From an optimization exercise on the open Yosys and OpenROAD flow, aimed at small area; shortcuts taken in it are not production practice.
Where RTL was checked, it was by simulation tests only, not by an equivalence proof against the original.
Power figures rest on the tool's default switching activity, not on a simulated workload.

Design DPA, start of the top module:
module DPA (clk,reset,IM_A, IM_Q,IM_D,IM_WEN,CR_A,CR_Q);
input clk;
input reset;
output [19:0] IM_A;
input [23:0] IM_Q;
output [23:0] IM_D;
output IM_WEN;
output [8:0] CR_A;
input [12:0] CR_Q;
genvar k;
reg [2:0] ph;
reg [18:0] hi;
reg [1:0] pno;
reg [19:0] fb, pa;
reg sz128, sz256;
reg [5:0] sec, min;
reg [4:0] hour;
reg [29:0] acc;
reg pb;
wire ph0 = (ph == 3'd0);
wire ph1 = (ph == 3'd1);
wire ph2 = (ph == 3'd2);
wire ph3 = (ph == 3'd3);
wire ph4 = ph[2];
wire [19:0] hc;
wire [18:0] hn;
assign hc[0] = 1'b1;
generate for (k = 0; k < 19; k = k + 1) begin : hinc
	assign hn[k] = hi[k] ^ hc[k];
	assign hc[k+1] = hi[k] & hc[k];
end endgenerate
wire wrap = hc[19];
wire init = ~(hi[18] | hi[17] | hi[16]);
wire hdr  = (hi[18:12] == 7'd30);
wire clk1 = (hi[18:12] == 7'd31);
wire clk2 = (hi[18:12] == 7'd80);
wire clkd = clk1 | clk2;
wire pass = ~hi[18] & hi[17] & ~hi[15];
wire first = ~hi[16];
wire rl = wrap | init;
wire [18:0] hload = {hn[18:17], hn[16:13] | {4{rl}}, hn[12:11], hn[10] | rl, hn[9], hn[8:7] | {2{rl}}, hn[6:0]};
always @(posedge clk or posedge reset)
	if (reset) begin
		ph <= 3'd0;
		hi <= 19'd0;
	end else begin
		ph <= {ph3, ph2 | (ph1), ph0 | ph2};
		if (ph4) hi <= hload;
	end
wire [1:0] pnext = {pno[1] ^ pno[0], ~pno[0]};
wire plast = ({pno == 2'd3, pnext} == IM_Q[2:0]);
always @(posedge clk or posedge reset)
	if (reset) pno <= 2'd0;
	else if (wrap & ph4) pno <= plast ? 2'd0 : pnext;
always @(posedge clk) begin
	if (init & ph3) fb <= IM_Q[19:0];
	if (hdr & ph2) pa <= IM_Q[19:0];
	if (hdr & ph3) begin
		sz128 <= IM_Q[7];
		sz256 <= IM_Q[8];
	end
end
wire tinc = (wrap & ph4) | (clk2 & (hi[11:0] == 12'd0) & ph0);
wire [6:0] sc, mc;
wire [5:0] sn, mn;
wire [5:0] hrc;
wire [4:0] hn5;
  ...
For scale: ~670 cells after synthesis, ~110 flip-flops.
clock: 10.0 ns
lec_check: 0
cap_margin: 20
core_margin: 2
core_utilization: 40
cts_buf_list: sky130_fd_sc_hd__clkbuf_4
cts_cluster_size: 20
slew_margin: 20
run.sh (not shown) runs the stock make flow with config.mk's settings and CLKGATE_MAP_FILE= SYNTH_SCRIPT=/design/flow/synth_recipe.tcl, a recipe that flattens the netlist after the stock synthesis.
The baseline ran to the end with violations: setup timing.
Next try:
--- a/flow/design.v
+++ b/flow/design.v
@@ -163,26 +163,38 @@
 reg [3:0] hs;
 always @(*)
 	if (hdr) hs = {1'b0, pno, 1'b1} + 4'd2 + {3'd0, ph[1]};
 	else hs = {1'b0, ph} - 4'd1;
 wire [19:0] base = ({20{sW}} & fb) | ({20{sP}} & pa);
 wire [19:0] off = ({20{clkd}} & {4'd0, 3'b111, cr, cx}) |
                   ({20{sA}} & {4'd0, py, pxh, px0}) |
                   ({20{sE}} & {6'd0, Y1, pxh}) |
                   ({20{sF}} & {2'd0, py, dy, pxh, px0, dx}) |
                   ({20{sH}} & {16'd0, hs});
-wire [20:0] ac;
+wire [16:0] ac;
 assign ac[0] = sE & dx1;
-generate for (k = 0; k < 20; k = k + 1) begin : aadd
+generate for (k = 0; k < 16; k = k + 1) begin : aadd
 	assign IM_A[k] = base[k] ^ off[k] ^ ac[k];
 	assign ac[k+1] = (base[k] & off[k]) | (ac[k] & (base[k] ^ off[k]));
 end endgenerate
+wire [4:0] c0, c1;
+wire [3:0] t0, t1;
+wire [3:0] ot = {2'b00, off[17:16]};
+assign c0[0] = 1'b0;
+assign c1[0] = 1'b1;
+generate for (k = 0; k < 4; k = k + 1) begin : asel
+	assign t0[k] = base[16+k] ^ ot[k] ^ c0[k];
+	assign c0[k+1] = (base[16+k] & ot[k]) | (c0[k] & (base[16+k] ^ ot[k]));
+	assign t1[k] = base[16+k] ^ ot[k] ^ c1[k];
+	assign c1[k+1] = (base[16+k] & ot[k]) | (c1[k] & (base[16+k] ^ ot[k]));
+end endgenerate
+assign IM_A[19:16] = ac[16] ? t1 : t0;
 wire [29:0] s;
 generate for (k = 0; k < 3; k = k + 1) begin : ch
 	wire [10:0] c;
 	wire [9:0] q10 = {2'b00, IM_Q[k*8+7:k*8]};
 	assign c[0] = 1'b0;
 	genvar j;
 	for (j = 0; j < 10; j = j + 1) begin : b
 		wire a = acc[k*10+j] & ~ph1;
 		wire q = q10[j];
 		assign s[k*10+j] = a ^ q ^ c[j];
Result: The changed run produced a layout that fails on setup timing. Area after synthesis hardly moves. Critical path depth does not change. Global-route usage rises by 0.23 points. Fmax rises by 2.1%. Register-to-register slack got worse by 0.04 ns. Cell area went down by about 0.65%.
No run of this note included a check of the RTL's function; only the layout flow was run.

* * *

The RTL this note starts from:
==> flow/design.v <==
module DPA (clk,reset,IM_A, IM_Q,IM_D,IM_WEN,CR_A,CR_Q);
input clk;
input reset;
output [19:0] IM_A;
input [23:0] IM_Q;
output [23:0] IM_D;
output IM_WEN;
output [8:0] CR_A;
input [12:0] CR_Q;
genvar k;
reg [2:0] ph;
reg [18:0] hi;
reg [1:0] pno;
reg [19:0] fb, pa;
reg sz128, sz256;
reg [5:0] sec, min;
reg [4:0] hour;
reg [29:0] acc;
reg pb;
wire ph0 = (ph == 3'd0);
wire ph1 = (ph == 3'd1);
wire ph2 = (ph == 3'd2);
wire ph3 = (ph == 3'd3);
wire ph4 = ph[2];
wire [19:0] hc;
wire [18:0] hn;
assign hc[0] = 1'b1;
generate for (k = 0; k < 19; k = k + 1) begin : hinc
	assign hn[k] = hi[k] ^ hc[k];
	assign hc[k+1] = hi[k] & hc[k];
end endgenerate
wire wrap = hc[19];
wire init = ~(hi[18] | hi[17] | hi[16]);
wire hdr  = (hi[18:12] == 7'd30);
wire clk1 = (hi[18:12] == 7'd31);
wire clk2 = (hi[18:12] == 7'd80);
wire clkd = clk1 | clk2;
wire pass = ~hi[18] & hi[17] & ~hi[15];
wire first = ~hi[16];
wire rl = wrap | init;
wire [18:0] hload = {hn[18:17], hn[16:13] | {4{rl}}, hn[12:11], hn[10] | rl, hn[9], hn[8:7] | {2{rl}}, hn[6:0]};
always @(posedge clk or posedge reset)
	if (reset) begin
		ph <= 3'd0;
		hi <= 19'd0;
	end else begin
		ph <= {ph3, ph2 | (ph1), ph0 | ph2};
		if (ph4) hi <= hload;
	end
wire [1:0] pnext = {pno[1] ^ pno[0], ~pno[0]};
wire plast = ({pno == 2'd3, pnext} == IM_Q[2:0]);
always @(posedge clk or posedge reset)
	if (reset) pno <= 2'd0;
	else if (wrap & ph4) pno <= plast ? 2'd0 : pnext;
always @(posedge clk) begin
	if (init & ph3) fb <= IM_Q[19:0];
	if (hdr & ph2) pa <= IM_Q[19:0];
	if (hdr & ph3) begin
		sz128 <= IM_Q[7];
		sz256 <= IM_Q[8];
	end
end
wire tinc = (wrap & ph4) | (clk2 & (hi[11:0] == 12'd0) & ph0);
wire [6:0] sc, mc;
wire [5:0] sn, mn;
wire [5:0] hrc;
wire [4:0] hn5;
assign sc[0] = 1'b1;
assign mc[0] = 1'b1;
assign hrc[0] = 1'b1;
generate for (k = 0; k < 6; k = k + 1) begin : tinc6
	assign sn[k] = sec[k] ^ sc[k];
	assign sc[k+1] = sec[k] & sc[k];
	assign mn[k] = min[k] ^ mc[k];
	assign mc[k+1] = min[k] & mc[k];
end endgenerate
generate for (k = 0; k < 5; k = k + 1) begin : tinc5
	assign hn5[k] = hour[k] ^ hrc[k];
	assign hrc[k+1] = hour[k] & hrc[k];
end endgenerate
wire s59 = sec[5] & sec[4] & sec[3] & sec[1] & sec[0];
wire m59 = min[5] & min[4] & min[3] & min[1] & min[0];
wire h23 = hour[4] & hour[2] & hour[1] & hour[0];
always @(posedge clk) begin
	if (init & ph2) begin
		sec <= IM_Q[5:0];
		min <= IM_Q[13:8];
		hour <= IM_Q[20:16];
	end else if (tinc) begin
		sec <= s59 ? 6'd0 : sn;
		if (s59) begin
			min <= m59 ? 6'd0 : mn;
			if (m59) hour <= h23 ? 5'd0 : hn5;
		end
	end
end
wire [2:0] ci = hi[11:9];
wire [4:0] cr = hi[8:4];
wire [3:0] cc = hi[3:0];
reg [5:0] dv;
always @(*)
	case (ci)
		3'd0, 3'd1: dv = {1'b0, hour};
		3'd3, 3'd4: dv = min;
		default: dv = sec;
	endcase
wire [2:0] tens = (dv >= 6'd50) ? 3'd5 : (dv >= 6'd40) ? 3'd4 : (dv >= 6'd30) ? 3'd3 :
                  (dv >= 6'd20) ? 3'd2 : (dv >= 6'd10) ? 3'd1 : 3'd0;
wire [5:0] ones6 = dv - tens * 4'd10;
wire [3:0] ones = ones6[3:0];
wire colon = (ci == 3'd2) | (ci == 3'd5);
wire tsel = (ci == 3'd0) | (ci == 3'd3) | (ci == 3'd6);
wire [3:0] dig = colon ? 4'd10 : tsel ? {1'b0, tens} : ones;
wire [1:0] rh = cr[4:3] - 2'd1;
assign CR_A = {{1'b0, dig, 1'b0} + {2'b0, dig} + {4'b0, rh}, cr[2:0]};
wire cvalid = ~(cc[3] & cc[2] & (cc[1] | cc[0])) & (cr[4] | cr[3]);
wire bit12 = ((ci == 3'd0) & (cr == 5'd8)) ? CR_Q[12] : pb;
wire cbit = (cc == 4'd0) ? bit12 : CR_Q[4'd12 - cc];
always @(posedge clk)
	if (clkd & cvalid & (cc != 4'd0)) pb <= CR_Q[12];
reg [7:0] kx;
always @(*)
	case (ci)
		3'd0: kx = 8'd152;
		3'd1: kx = 8'd165;
		3'd2: kx = 8'd178;
		3'd3: kx = 8'd191;
		3'd4: kx = 8'd204;
		3'd5: kx = 8'd217;
		3'd6: kx = 8'd230;
		default: kx = 8'd243;
	endcase
wire [8:0] xc;
wire [7:0] cx;
wire [7:0] cc8 = {4'd0, cc};
assign xc[0] = 1'b0;
generate for (k = 0; k < 8; k = k + 1) begin : cxadd
	wire b = cc8[k];
	assign cx[k] = kx[k] ^ b ^ xc[k];
	assign xc[k+1] = (kx[k] & b) | (xc[k] & (kx[k] ^ b));
end endgenerate
wire [7:0] py = hi[14:7];
wire [6:0] pxh = hi[6:0];
wire px0 = py[0] ^ first;
wire dx = ph[0];
wire dy = ph[1];
wire inclk = (py[7] & py[6] & py[5] & (py[4] | py[3])) & (pxh[6] & (pxh[5] | pxh[4] | (pxh[3] & pxh[2])));
wire dx1 = dx & px0 & ~(&pxh);
wire dy1 = dy & py[0] & ~(&py[7:1]);
wire [7:0] yc;
wire [6:0] Y1;
assign yc[0] = dy1;
generate for (k = 0; k < 7; k = k + 1) begin : yinc
	assign Y1[k] = py[k+1] ^ yc[k];
	assign yc[k+1] = py[k+1] & yc[k];
end endgenerate
wire sW = clkd | (pass & ph4);
wire sP = pass & ~ph4;
wire sA = pass & (ph4 | sz256);
wire sE = pass & ~ph4 & ~sz256 & sz128;
wire sF = pass & ~ph4 & ~sz256 & ~sz128;
wire sH = ~clkd & ~pass;
reg [3:0] hs;
always @(*)
	if (hdr) hs = {1'b0, pno, 1'b1} + 4'd2 + {3'd0, ph[1]};
	else hs = {1'b0, ph} - 4'd1;
wire [19:0] base = ({20{sW}} & fb) | ({20{sP}} & pa);
wire [19:0] off = ({20{clkd}} & {4'd0, 3'b111, cr, cx}) |
                  ({20{sA}} & {4'd0, py, pxh, px0}) |
                  ({20{sE}} & {6'd0, Y1, pxh}) |
                  ({20{sF}} & {2'd0, py, dy, pxh, px0, dx}) |
                  ({20{sH}} & {16'd0, hs});
wire [12:0] ac;
assign ac[0] = sE & dx1;
generate for (k = 0; k < 12; k = k + 1) begin : aadd
	assign IM_A[k] = base[k] ^ off[k] ^ ac[k];
	assign ac[k+1] = (base[k] & off[k]) | (ac[k] & (base[k] ^ off[k]));
end endgenerate
assign IM_A[19:12] = base[19:12] + {2'b00, off[17:12]} + {7'd0, ac[12]};
wire [29:0] s;
generate for (k = 0; k < 3; k = k + 1) begin : ch
	wire [10:0] c;
	wire [9:0] q10 = {2'b00, IM_Q[k*8+7:k*8]};
	assign c[0] = 1'b0;
	genvar j;
	for (j = 0; j < 10; j = j + 1) begin : b
		wire a = acc[k*10+j] & ~ph1;
		wire q = q10[j];
		assign s[k*10+j] = a ^ q ^ c[j];
		assign c[j+1] = (a & q) | (c[j] & (a ^ q));
	end
	assign IM_D[k*8+7:k*8] = clkd ? {8{cbit}} : s[k*10+9:k*10+2];
end endgenerate
always @(posedge clk) acc <= s;
wire we = ph4 & ((pass & ~inclk) | (clkd & cvalid));
assign IM_WEN = ~we;
endmodule
clock: 10.0 ns
lec_check: 0
cap_margin: 20
core_margin: 2
core_utilization: 40
cts_buf_list: sky130_fd_sc_hd__clkbuf_4
cts_cluster_size: 20
slew_margin: 20
standard.sh (not shown) runs the stock make flow with config.mk's settings and CLKGATE_MAP_FILE= SYNTH_SCRIPT=/design/flow/synth_recipe.tcl, a recipe that flattens the netlist after the stock synthesis.
==> flow/flow/run.sh <==
#!/bin/bash
set -euo pipefail
export BUFFER_PORTS_ARGS="-buffer_cell sky130_fd_sc_hd__buf_1"
export CTS_ARGS="-sink_clustering_enable -repair_clock_nets -buf_list sky130_fd_sc_hd__clkbuf_4 -sink_clustering_size 20 -dont_use_dummy_load"
bash standard.sh > standard_flow.log 2>&1
==> next run, changes <==
--- a/flow/design.v
+++ b/flow/design.v
@@ -169,15 +169,26 @@
                   ({20{sA}} & {4'd0, py, pxh, px0}) |
                   ({20{sE}} & {6'd0, Y1, pxh}) |
                   ({20{sF}} & {2'd0, py, dy, pxh, px0, dx}) |
                   ({20{sH}} & {16'd0, hs});
-wire [12:0] ac;
+wire [16:0] ac;
 assign ac[0] = sE & dx1;
-generate for (k = 0; k < 12; k = k + 1) begin : aadd
+generate for (k = 0; k < 16; k = k + 1) begin : aadd
 	assign IM_A[k] = base[k] ^ off[k] ^ ac[k];
 	assign ac[k+1] = (base[k] & off[k]) | (ac[k] & (base[k] ^ off[k]));
 end endgenerate
-assign IM_A[19:12] = base[19:12] + {2'b00, off[17:12]} + {7'd0, ac[12]};
+wire [4:0] c0, c1;
+wire [3:0] t0, t1;
+wire [3:0] ot = {2'b00, off[17:16]};
+assign c0[0] = 1'b0;
+assign c1[0] = 1'b1;
+generate for (k = 0; k < 4; k = k + 1) begin : asel
+	assign t0[k] = base[16+k] ^ ot[k] ^ c0[k];
+	assign c0[k+1] = (base[16+k] & ot[k]) | (c0[k] & (base[16+k] ^ ot[k]));
+	assign t1[k] = base[16+k] ^ ot[k] ^ c1[k];
+	assign c1[k+1] = (base[16+k] & ot[k]) | (c1[k] & (base[16+k] ^ ot[k]));
+end endgenerate
+assign IM_A[19:16] = ac[16] ? t1 : t0;
 wire [29:0] s;
 generate for (k = 0; k < 3; k = k + 1) begin : ch
 	wire [10:0] c;
 	wire [9:0] q10 = {2'b00, IM_Q[k*8+7:k*8]};
With this change the flow completed, yet does not pass: setup timing.
Routed wire length goes down slightly.
Final area shrinks slightly.
Utilization grows by 0.14 points.
Final cell count falls by a few percent.
Total power is about the same.
Clock-buffer cell count is unchanged.
The RTL of the second run of this note was laid out without a check of its function.

* * *

// DPA: RTL as listed in full above, without the edits since
export LEC_CHECK = 0
export CAP_MARGIN = 0
export CORE_MARGIN = 2
export CORE_UTILIZATION = 40
export CTS_BUF_LIST = sky130_fd_sc_hd__clkbuf_4
export CTS_CLUSTER_SIZE = 20
export SLEW_MARGIN = 0
create_clock -name core_clock -period 10.0 [get_ports {clk}]
==> flow/flow/run.sh <==
#!/bin/bash
# The standard layout with three changes:
#  - the combinational part of the standard synthesis is re-mapped with a
#    stronger ABC area script (flow/remap.sh; registers untouched),
#  - ports are buffered with buf_1 instead of the default buffer,
#  - clock tree with clkbuf_4 and no dummy loads.
set -euo pipefail
W=$(pwd)
export BUFFER_PORTS_ARGS="-buffer_cell sky130_fd_sc_hd__buf_1"
export CTS_ARGS="-sink_clustering_enable -repair_clock_nets -buf_list sky130_fd_sc_hd__clkbuf_4 -sink_clustering_size 20 -dont_use_dummy_load"
bash standard.sh synth > "$W/flow_synth.log" 2>&1
R=$W/orfs/results/sky130hd/DPA/base
LIB=$FLOW_HOME/platforms/sky130hd/lib/sky130_fd_sc_hd__tt_025C_1v80.lib
if [[ -x $FLOW_HOME/../tools/install/yosys/bin/yosys ]]; then
  export YOSYS=$FLOW_HOME/../tools/install/yosys/bin/yosys
fi
cp "$R/1_2_yosys.v" "$W/synth_standard.v"
mkdir -p "$W/remap"
bash "$W/flow/remap.sh" "$W/synth_standard.v" "$W/remap/remapped.v" "$LIB" "$W/remap" > "$W/flow_remap.log" 2>&1
cp "$W/remap/remapped.v" "$R/1_2_yosys.v"
rm -f "$R/1_synth.odb" "$R/1_synth.sdc"
bash standard.sh > "$W/flow_layout.log" 2>&1
Other scripts of this flow, unchanged in this note and not shown: flow/flow/remap.sh
Rerun with:
--- a/flow/design.v
+++ b/flow/design.v
@@ -57,13 +57,13 @@
 	if (hdr & ph2) pa <= IM_Q[19:0];
 	if (hdr & ph3) begin
 		sz128 <= IM_Q[7];
 		sz256 <= IM_Q[8];
 	end
 end
-wire tinc = (wrap & ph4) | (clk2 & (hi[11:0] == 12'd0) & ph0);
+wire tinc = (wrap | ((hi[18:12] == 7'd79) & hc[12])) & ph4;
 wire [6:0] sc, mc;
 wire [5:0] sn, mn;
 wire [5:0] hrc;
 wire [4:0] hn5;
 assign sc[0] = 1'b1;
 assign mc[0] = 1'b1;
@@ -173,13 +173,21 @@
 wire [12:0] ac;
 assign ac[0] = sE & dx1;
 generate for (k = 0; k < 12; k = k + 1) begin : aadd
 	assign IM_A[k] = base[k] ^ off[k] ^ ac[k];
 	assign ac[k+1] = (base[k] & off[k]) | (ac[k] & (base[k] ^ off[k]));
 end endgenerate
-assign IM_A[19:12] = base[19:12] + {2'b00, off[17:12]} + {7'd0, ac[12]};
+wire [7:0] u0 = base[19:12] + {2'b00, off[17:12]};
+wire [8:0] uc;
+wire [7:0] u1;
+assign uc[0] = 1'b1;
+generate for (k = 0; k < 8; k = k + 1) begin : uinc
+	assign u1[k] = u0[k] ^ uc[k];
+	assign uc[k+1] = u0[k] & uc[k];
+end endgenerate
+assign IM_A[19:12] = ac[12] ? u1 : u0;
 wire [29:0] s;
 generate for (k = 0; k < 3; k = k + 1) begin : ch
 	wire [10:0] c;
 	wire [9:0] q10 = {2'b00, IM_Q[k*8+7:k*8]};
 	assign c[0] = 1'b0;
 	genvar j;
What happened: Die area went up by 2.3%. Power decreases by 0.41%. Routed wire length came out lower by 4.0%. Critical path depth decreases by 4. Worst setup slack is better by 0.47 ns. Global-route usage decreases by 1.4 points. Design area barely changes. Clock skew decreases by 0.0085 ns. Synthesized area rose by 2.4%. Utilization went down by 1.7 points.

## re-timing with driven ports
The flow's constraints put no driver on any port. The routed layouts listed below were extracted and timed again, unchanged, in two steps. Step 1 assumes that a clkbuf_16 drives the clock port and a buf_2 every other input. Step 2 adds t to the input delays and takes it off the output delays; t is the mean of the earliest and latest rising clock arrival at the registers after step 1. Input paths then give back, and output paths get back, about the clock's delay inside the block. Slacks: ideal / step 1 / step 2; pairs: ideal / step 1.
run	shift t [ns]	setup WS [ns]	worst slew at a driven data input, ns
the first run of note 1	0.556	-0.383 / -0.420 / 0.136	0.04
the second run of note 1	0.555	-0.168 / -0.208 / 0.348	0.05
the first run of note 2	0.563	0.186 / 0.150 / 0.713	0.04
the second run of note 2	0.532	-0.098 / -0.136 / 0.396	0.04
the first run of note 3	0.527	0.307 / 0.273 / 0.800	0.04
the second run of note 3	0.535	0.778 / 0.742 / 1.277	0.04
